This design comes from an exercise in tuning for small area, a short achievable clock period and few clock cycles on the open sky130 flow, not from production work. At most, simulation tests tie the RTL to the original design; equivalence was not proved. No activity file was given, so power comes from the tool's default toggle rates.

== before ==
Design gift_shop_part1, start of the top module:
module gift_shop_part1(
    input clk,
    input rst,
    input [31:0] data_in,
    input valid_in,
    output ready,
    output reg finished,
    output [63:0] result
);
Settings: LEC_CHECK=0, CAP_MARGIN=20, CORE_MARGIN=2, CORE_UTILIZATION=40, CTS_BUF_LIST=sky130_fd_sc_hd__clkbuf_8 sky130_fd_sc_hd__clkbuf_16, CTS_CLUSTER_DIAMETER=80, CTS_CLUSTER_SIZE=20, PLACE_DENSITY=0.6, SETUP_SLACK_MARGIN=5, SLEW_MARGIN=20; clock period 10.0 ns.
standard.sh (not shown) runs the stock make flow with config.mk's settings and CLKGATE_MAP_FILE= SYNTH_SCRIPT=/design/flow/synth_recipe.tcl, a recipe that flattens the netlist after the stock synthesis.
==> flow/flow/run.sh <==
#!/bin/bash
set -euo pipefail
R=orfs/results/sky130hd/gift_shop_part1/base
KNOBS=(BUFFER_PORTS_ARGS="-buffer_cell sky130_fd_sc_hd__buf_1" SETUP_SLACK_MARGIN=5.7)
bash standard.sh "${KNOBS[@]}" synth > standard_synth.log 2>&1
cp $R/1_2_yosys.v $R/1_2_yosys.orig.v
python3 flow/polar.py $R/1_2_yosys.orig.v $R/1_2_yosys.v > polar.log 2>&1
rm -f $R/1_synth.odb
bash standard.sh "${KNOBS[@]}" finish > standard_make.log 2>&1
Other scripts of this flow, unchanged in this note and not shown: flow/flow/polar.py
before: all stages complete, timing, DRC and antenna checks passed
Modified inputs, after compared to before
diff --git a/flow/design.v b/flow/design.v
--- a/flow/design.v
+++ b/flow/design.v
@@ -5,20 +5,22 @@
     input valid_in,
     output ready,
     output reg finished,
     output [63:0] result
 );
     assign ready = !rst;
     reg [1:0]  wc;
     reg [31:0] ra, rb;
     reg [2:0]  ke;       
     reg eph, sph;        
+    reg [5:1]  sele, sels;   
+    reg [4:1]  nsel;         
     reg        altp;         
     reg        zp;           
     reg [17:0] ws, wcr;
     reg        fr, e2, s2, z2;
     reg [16:0] bq;           
     reg [16:0] xr;
     reg [17:0] yr;
     reg [2:0]  ka, k3;
     reg [15:0] th;
     reg [33:0] scs, scc;
@@ -46,61 +48,47 @@
     function [16:0] hfac;    
         input [2:0] e;
         case (e)
             3'd1: hfac = 17'd11;
             3'd2: hfac = 17'd101;
             3'd3: hfac = 17'd1001;
             3'd4: hfac = 17'd10001;
             default: hfac = 17'd100001;
         endcase
     endfunction
-    wire [39:0] ecand = {data_in[7:0], ra};
-    wire [39:0] scand = {data_in[15:0], rb[31:8]};
-    reg  [9:0]  nz;
+    wire [39:0] ncand = (wc == 2'd1) ? {data_in[7:0], ra} : {data_in[15:0], rb[31:8]};
     reg  [3:0]  ndc;
     integer i;
     always @* begin
-        for (i = 0; i < 10; i = i + 1)
-            nz[i] = (wc == 2'd1) ? (ecand[4*i +: 4] != 4'd0) : (scand[4*i +: 4] != 4'd0);
         ndc = 4'd1;
         for (i = 1; i < 10; i = i + 1)
-            if (nz[i]) ndc = i + 1;
+            if (ncand[4*i +: 4] != 4'd0) ndc = i + 1;
     end
     wire [3:0] ed [0:9];
     wire [3:0] sd [0:9];
     genvar g;
     generate
         for (g = 0; g < 8; g = g + 1) begin : g_e
             assign ed[g] = ra[4*g +: 4];
         end
         for (g = 0; g < 6; g = g + 1) begin : g_s
             assign sd[g] = rb[8 + 4*g +: 4];
         end
     endgenerate
     assign ed[8] = rb[3:0];
     assign ed[9] = rb[7:4];
     assign sd[6] = rb[3:0];
     assign sd[7] = rb[7:4];
     assign sd[8] = ra[27:24];
     assign sd[9] = ra[31:28];
-    integer j, k;
-    reg [5:1] sele, sels;
-    reg [4:1] nsel;
-    always @* begin
-        for (j = 1; j <= 5; j = j + 1) begin
-            sele[j] = eph && !altp && ke == j;
-            sels[j] = sph && !altp && ke == j;
-        end
-        for (j = 1; j <= 4; j = j + 1)
-            nsel[j] = altp && ((eph && ke == j) || (sph && ke == j + 1));
-    end
     reg [19:0] hd, ll;
+    integer j, k;
     always @* begin
         hd = 20'd0;
         ll = 20'd0;
         for (j = 0; j < 5; j = j + 1)
             for (k = j + 1; k <= 5; k = k + 1) begin
                 hd[4*j +: 4] = hd[4*j +: 4] | ({4{sele[k]}} & ed[j + k]) | ({4{sels[k]}} & sd[j + k]);
                 ll[4*j +: 4] = ll[4*j +: 4] | ({4{sele[k]}} & ed[j]) | ({4{sels[k]}} & sd[j]);
             end
     end
     wire cmp_co;
@@ -118,23 +106,25 @@
     wire [17:0] xb = {1'b0, bq};
     wire [17:0] us_ = xb ^ ws ^ wcr;
     wire [17:0] uc_ = (xb & ws) | (xb & wcr) | (ws & wcr);
     wire [17:0] u_s;
     padd18 uadd(.a(us_), .b({uc_[16:0], 1'b1}), .ci(!fr), .y(u_s));
     wire [16:0] vs_ = bq ^ ~ws[16:0] ^ ~wcr[16:0];
     wire [16:0] vc_ = (bq & ~ws[16:0]) | (bq & ~wcr[16:0]) | (~ws[16:0] & ~wcr[16:0]);
     wire [16:0] v_sum;
     padd17 vadd(.a(vs_), .b({vc_[15:0], 1'b1}), .ci(fr), .y(v_sum));
     wire [16:0] v_s = z2 ? 17'd0 : v_sum;
+    wire [2:0] kn = (wc == 2'd1) ? ndc[3:1] : ke;
     wire alte = ndc[0];
     wire [3:0] k2 = {ke, 1'b0};
     wire alts = ndc != k2;
+    wire [2:0] knine = (wc == 2'd1) ? ndc[3:1] : ke - 3'd1;
     wire [34:0] ms, mc;
     mul_cs mul(.a(xr), .b(yr), .s(ms), .c(mc));
     wire [53:0] ad_s = s2p3 ? {3'd0, scs, 17'd0} : {20'd0, scs};
     wire [53:0] ad_c = s2p3 ? {3'd0, scc, 17'd0} : {20'd0, scc};
     wire [53:0] base = (s2p1 || fresh) ? 54'd0 : acc;
     wire [53:0] a3s = base ^ ad_s ^ ad_c;
     wire [53:0] a3c = (base & ad_s) | (base & ad_c) | (ad_s & ad_c);
     wire [53:0] sum2;
     padd54 aadd(.a(a3s), .b({a3c[52:0], 1'b0}), .ci(1'b0), .y(sum2));
     wire load1 = s2;
@@ -160,20 +150,26 @@
             s1p3 <= load3;
             s2p1 <= s1p1;
             s2p2 <= s1p2;
             s2p3 <= s1p3;
             defer3 <= want3 && load1;
             if ((s2p2 || s2p3) && !finished) fresh <= 1'b0;
             if (s2p3 && rcnt == 6'd33) finished <= 1'b1;
         end
         eph <= valid_in && wc == 2'd1;
         e2 <= eph;
+        for (j = 1; j <= 5; j = j + 1) begin
+            sele[j] <= valid_in && wc == 2'd1 && !alte && kn == j;
+            sels[j] <= valid_in && wc == 2'd2 && !alts && kn == j;
+        end
+        for (j = 1; j <= 4; j = j + 1)
+            nsel[j] <= valid_in && (wc == 2'd1 ? alte : wc == 2'd2 ? alts : 1'b0) && knine == j;
         altp <= valid_in && (wc == 2'd1 ? alte : wc == 2'd2 ? alts : 1'b0);
         zp <= (ke == 3'd0) || (ndc > k2);
         if (fresh) rcnt <= 6'd0;
         else if (s2p3) rcnt <= rcnt + 6'd1;
         if (valid_in && wc == 2'd0) ra <= data_in;
         if (valid_in && wc == 2'd1) begin
             rb <= data_in;
             ke <= ndc[3:1];
         end
         if (valid_in && wc == 2'd2) begin
## What came out
In the metrics for after and before, the one carrying the higher combined flip-flop and latch cell area is after. Diff before -> after: least setup slack across all paths after layout now larger, clock-cell share of area comparable, final cycle utilization of the critical path now smaller, final routed wire length divided by cell count now larger, number of global-route vias before repair now larger. Compared after vs before, and portion of total power attributed to the clock network is down in after. before was smaller in final cell area than after. Comparing after and before, number of tapcells is lower on before. Between after and before, sum of routed wire segments on met1 is higher for after, before comes in under that. Slew of the pin with the lowest slew margin ended up 0.11 ns higher on after than on before.
Testbench counts of after, summed over its fixed seeds: cycles 6,976.
Only the layout flow was run in before; the RTL was not checked for function there.

* * *

the previous run:
gift_shop_part1, a different RTL version from the one above (not shown whole).
For scale: roughly 100 I/O pins.
Settings: LEC_CHECK=0, CAP_MARGIN=20, CORE_MARGIN=2, CORE_UTILIZATION=40, PLACE_DENSITY=0.6, SETUP_SLACK_MARGIN=5, SLEW_MARGIN=20; clock period 10.0 ns.
run.sh (not shown) runs the stock make flow with config.mk's settings and CLKGATE_MAP_FILE= SYNTH_SCRIPT=/design/flow/synth_recipe.tcl, a recipe that flattens the netlist after the stock synthesis.
Stock flow here: none of the scripts above is used.
Changes in the current run relative to the previous run:
diff --git a/flow/design.v b/flow/design.v
--- a/flow/design.v
+++ b/flow/design.v
@@ -128,51 +128,57 @@
     wire [53:0] sum2;
     padd54 aadd(.a(a3s), .b({a3c[52:0], 1'b0}), .ci(1'b0), .y(sum2));
     wire load1 = s2;
     wire load2 = s2p1;
     wire want3 = s2p2 || defer3;
     wire load3 = want3 && !load1;
     always @(posedge clk) begin
         if (rst) begin
             wc <= 2'd0;
+            eph <= 1'b0;
             sph <= 1'b0;
+            sele <= 5'd0;
+            sels <= 5'd0;
+            e2 <= 1'b0;
             s2 <= 1'b0;
+            nsel <= 4'd0;
+            altp <= 1'b0;
             s1p1 <= 1'b0; s1p2 <= 1'b0; s1p3 <= 1'b0;
             s2p1 <= 1'b0; s2p2 <= 1'b0; s2p3 <= 1'b0;
             defer3 <= 1'b0;
             fresh <= 1'b1;
+            rcnt <= 6'd0;
             finished <= 1'b0;
         end else begin
+            eph <= valid_in && wc == 2'd1;
             sph <= valid_in && wc == 2'd2;
+            e2 <= eph;
             s2 <= sph;
+            for (j = 1; j <= 5; j = j + 1) begin
+                sele[j] <= valid_in && wc == 2'd1 && !alte && kn == j;
+                sels[j] <= valid_in && wc == 2'd2 && !alts && kn == j;
+            end
+            for (j = 1; j <= 4; j = j + 1)
+                nsel[j] <= valid_in && (wc == 2'd1 ? alte : wc == 2'd2 ? alts : 1'b0) && knine == j;
+            altp <= valid_in && (wc == 2'd1 ? alte : wc == 2'd2 ? alts : 1'b0);
+            zp <= (ke == 3'd0) || (ndc > k2);
             if (valid_in) wc <= (wc == 2'd2) ? 2'd0 : wc + 2'd1;
             s1p1 <= load1;
             s1p2 <= load2;
             s1p3 <= load3;
             s2p1 <= s1p1;
             s2p2 <= s1p2;
             s2p3 <= s1p3;
             defer3 <= want3 && load1;
             if ((s2p2 || s2p3) && !finished) fresh <= 1'b0;
+            if (s2p3) rcnt <= rcnt + 6'd1;
             if (s2p3 && rcnt == 6'd33) finished <= 1'b1;
         end
-        eph <= valid_in && wc == 2'd1;
-        e2 <= eph;
-        for (j = 1; j <= 5; j = j + 1) begin
-            sele[j] <= valid_in && wc == 2'd1 && !alte && kn == j;
-            sels[j] <= valid_in && wc == 2'd2 && !alts && kn == j;
-        end
-        for (j = 1; j <= 4; j = j + 1)
-            nsel[j] <= valid_in && (wc == 2'd1 ? alte : wc == 2'd2 ? alts : 1'b0) && knine == j;
-        altp <= valid_in && (wc == 2'd1 ? alte : wc == 2'd2 ? alts : 1'b0);
-        zp <= (ke == 3'd0) || (ndc > k2);
-        if (fresh) rcnt <= 6'd0;
-        else if (s2p3) rcnt <= rcnt + 6'd1;
         if (valid_in && wc == 2'd0) ra <= data_in;
         if (valid_in && wc == 2'd1) begin
             rb <= data_in;
             ke <= ndc[3:1];
         end
         if (valid_in && wc == 2'd2) begin
             rb[7:0] <= data_in[7:0];
             ra[31:24] <= data_in[15:8];
         end
==> notes.md <==
- Any difference in placed cell area between the previous run and the current run is small enough to ignore.
- When the final numbers for the previous run and the current run were put side by side, the die area turned out to be greater in the current run.
- Diff the previous run -> the current run: worst setup slack saw an increase, routed metal-1 wire length saw little to no change.
- Relative to the previous run, the fill cell total of the finished layout of the current run is higher by 63.
- Comparing the previous run with the current run, the routed wire length came out essentially unchanged.
- Any difference in register share of the cell area between the current run and the previous run is small enough to ignore.
No run of this note included a check of the RTL's function; only the layout flow was run.

* * *

Setup of job 101:
gift_shop_part1, a different RTL version from the one above (not shown whole).
Size in the first run: roughly 26,000 µm² of cells after synthesis.
clock: 10.0 ns
lec_check: 0
cap_margin: 20
core_margin: 2
core_utilization: 40
cts_buf_list: sky130_fd_sc_hd__clkbuf_8 sky130_fd_sc_hd__clkbuf_16
cts_cluster_diameter: 80
cts_cluster_size: 20
place_density: 0.6
setup_slack_margin: 5
slew_margin: 20
standard.sh (not shown) runs the stock make flow with config.mk's settings and CLKGATE_MAP_FILE= SYNTH_SCRIPT=/design/flow/synth_recipe.tcl, a recipe that flattens the netlist after the stock synthesis.
Scripts as last shown in full above: flow/flow/run.sh
Other scripts of this flow, unchanged in this note and not shown: flow/flow/polar.py
Job 101 went all the way through synthesis, placement and routing and the layout is clean on timing, DRC and antenna.
Testbench counts of job 101, summed over its fixed seeds: cycles 6,976.
[inputs] job 102 vs job 101
--- a/flow/design.v
+++ b/flow/design.v
@@ -19,18 +19,19 @@
     reg [16:0] bq;           
     reg [16:0] xr;
     reg [17:0] yr;
     reg [2:0]  ka, k3;
     reg [15:0] th;
     reg [33:0] scs, scc;
     reg s1p1, s1p2, s1p3, s2p1, s2p2, s2p3, defer3;
     reg [53:0] acc;
     reg        fresh;        
+    reg        zbase;        
     reg [5:0]  rcnt;
     assign result = {10'd0, acc};
     function [6:0] m10; input [3:0] d;
         case (d) 4'd0: m10 = 0; 4'd1: m10 = 10; 4'd2: m10 = 20; 4'd3: m10 = 30; 4'd4: m10 = 40;
         4'd5: m10 = 50; 4'd6: m10 = 60; 4'd7: m10 = 70; 4'd8: m10 = 80; default: m10 = 90; endcase
     endfunction
     function [9:0] m100; input [3:0] d;
         case (d) 4'd0: m100 = 0; 4'd1: m100 = 100; 4'd2: m100 = 200; 4'd3: m100 = 300; 4'd4: m100 = 400;
         4'd5: m100 = 500; 4'd6: m100 = 600; 4'd7: m100 = 700; 4'd8: m100 = 800; default: m100 = 900; endcase
@@ -47,19 +48,19 @@
         input [2:0] e;
         case (e)
             3'd1: hfac = 17'd11;
             3'd2: hfac = 17'd101;
             3'd3: hfac = 17'd1001;
             3'd4: hfac = 17'd10001;
             default: hfac = 17'd100001;
         endcase
     endfunction
-    wire [39:0] ecand = {data_in[7:0], ra};
+    wire [39:0] ecand = {data_in[7:0], rb};
     wire [39:0] scand = {data_in[15:0], rb[31:8]};
     reg  [9:0]  nz;
     reg  [3:0]  ndc;
     integer i;
     always @* begin
         for (i = 0; i < 10; i = i + 1)
             nz[i] = (wc == 2'd1) ? (ecand[4*i +: 4] != 4'd0) : (scand[4*i +: 4] != 4'd0);
         ndc = 4'd1;
         for (i = 1; i < 10; i = i + 1)
@@ -67,27 +68,27 @@
     end
     wire [3:0] ed [0:9];
     wire [3:0] sd [0:9];
     genvar g;
     generate
         for (g = 0; g < 8; g = g + 1) begin : g_e
             assign ed[g] = ra[4*g +: 4];
         end
         for (g = 0; g < 6; g = g + 1) begin : g_s
-            assign sd[g] = rb[8 + 4*g +: 4];
+            assign sd[g] = ra[8 + 4*g +: 4];
         end
     endgenerate
     assign ed[8] = rb[3:0];
     assign ed[9] = rb[7:4];
     assign sd[6] = rb[3:0];
     assign sd[7] = rb[7:4];
-    assign sd[8] = ra[27:24];
-    assign sd[9] = ra[31:28];
+    assign sd[8] = rb[11:8];
+    assign sd[9] = rb[15:12];
     integer j, k;
     reg [5:1] sele, sels;
     reg [4:1] nsel;
     always @* begin
         for (j = 1; j <= 5; j = j + 1) begin
             sele[j] = eph && !altp && ke == j;
             sels[j] = sph && !altp && ke == j;
         end
         for (j = 1; j <= 4; j = j + 1)
@@ -126,19 +127,19 @@
     padd17 vadd(.a(vs_), .b({vc_[15:0], 1'b1}), .ci(fr), .y(v_sum));
     wire [16:0] v_s = z2 ? 17'd0 : v_sum;
     wire alte = ndc[0];
     wire [3:0] k2 = {ke, 1'b0};
     wire alts = ndc != k2;
     wire [34:0] ms, mc;
     mul_cs mul(.a(xr), .b(yr), .s(ms), .c(mc));
     wire [53:0] ad_s = s2p3 ? {3'd0, scs, 17'd0} : {20'd0, scs};
     wire [53:0] ad_c = s2p3 ? {3'd0, scc, 17'd0} : {20'd0, scc};
-    wire [53:0] base = (s2p1 || fresh) ? 54'd0 : acc;
+    wire [53:0] base = zbase ? 54'd0 : acc;
     wire [53:0] a3s = base ^ ad_s ^ ad_c;
     wire [53:0] a3c = (base & ad_s) | (base & ad_c) | (ad_s & ad_c);
     wire [53:0] sum2;
     padd54 aadd(.a(a3s), .b({a3c[52:0], 1'b0}), .ci(1'b0), .y(sum2));
     reg  r1;
     wire load1 = s2 && !r1;
     wire load2 = s2p1 && !r1;
     wire want3 = s1p2 || defer3;
     wire load3 = want3 && !load1 && !r1;
@@ -157,33 +158,30 @@
         s1p1 <= load1;
         s1p2 <= load2;
         s1p3 <= load3;
         s2p1 <= s1p1 && !r1;
         s2p2 <= s1p2 && !r1;
         s2p3 <= s1p3 && !r1;
         defer3 <= want3 && load1;
         if (r1) fresh <= 1'b1;
         else if (accw) fresh <= 1'b0;
+        zbase <= (s1p1 && !r1) || r1 || (fresh && !accw);
         eph <= valid_in && wc == 2'd1;
         e2 <= eph;
         altp <= valid_in && (wc == 2'd1 ? alte : wc == 2'd2 ? alts : 1'b0);
         zp <= (ke == 3'd0) || (ndc > k2);
         if (fresh) rcnt <= 6'd0;
         else if (s2p3) rcnt <= rcnt + 6'd1;
-        if (valid_in && wc == 2'd0) ra <= data_in;
-        if (valid_in && wc == 2'd1) begin
+        if (valid_in) begin
+            ra <= rb;
             rb <= data_in;
-            ke <= ndc[3:1];
-        end
-        if (valid_in && wc == 2'd2) begin
-            rb[7:0] <= data_in[7:0];
-            ra[31:24] <= data_in[15:8];
         end
+        if (valid_in && wc == 2'd1) ke <= ndc[3:1];
         if (load1) begin
             xr <= v_s;
             yr <= u_s;
         end else if (load2) begin
             xr <= sum2[17:1];
             yr <= {1'b0, hfac(ka)};
         end else begin
             xr <= {1'b0, th};
             yr <= {1'b0, hfac(k3)};
Notes after the runs:
Job 102 has via count of the first global-routing pass below what job 101 had. [compare] base=job 101 new=job 102: relative area of non-clock buffer cells in the final design shrank by 0.36 points, wire length of the first global-routing pass shrank by 3.3%, via count held steady. Job 102: cell area lower than job 101. Between job 102 and job 101, the fmax figures differ only marginally. Going from job 101 to job 102, cell count grew slightly. Setup slack improves in job 102 relative to job 101. Of job 102 and job 101, the run reporting the lower proportion of power drawn by the clock network was job 102. Job 102 vs job 101: number of non-clock inverters up by more than half. Compared with job 101, job 102 shows headroom to the max-slew limit lower by 6.3 points.
Testbench counts of job 102, summed over its fixed seeds: cycles 6,976.

==> static timing again, ports no longer ideal <==
No port has a modelled driver above. Below, the same layouts with a new extraction and two added sets of constraints.
Step 1, drivers: a clkbuf_16 drives clk and a buf_2 each remaining input, both assumed.
Step 2 also shifts input and output timing later by t, the mid clock arrival at the registers, as if the neighbouring blocks saw the same clock.
Three values: ideal ports, drivers, drivers and shift; two values: the first two.
| run | t (ns) | setup WS [ns] | worst register clock-pin slew, ns |
|---|---|---|---|
| before | 0.611 | 5.629 / 5.588 / 5.588 | 0.09 / 0.09 |
| after | 0.603 | 5.731 / 5.679 / 5.244 | 0.09 / 0.09 |
| the previous run | 0.619 | 5.068 / 5.047 / 4.829 | 0.07 / 0.07 |
| the current run | 0.627 | 5.083 / 5.060 / 5.017 | 0.07 / 0.07 |
| job 101 | 0.607 | 5.731 / 5.706 / 5.567 | 0.09 / 0.09 |
| job 102 | 0.636 | 5.741 / 5.709 / 5.629 | 0.09 / 0.09 |
After both steps every run listed still meets setup and hold. The setup slack of after, which loses most, moves by -0.052 ns with the drivers and by -0.487 ns with both steps.
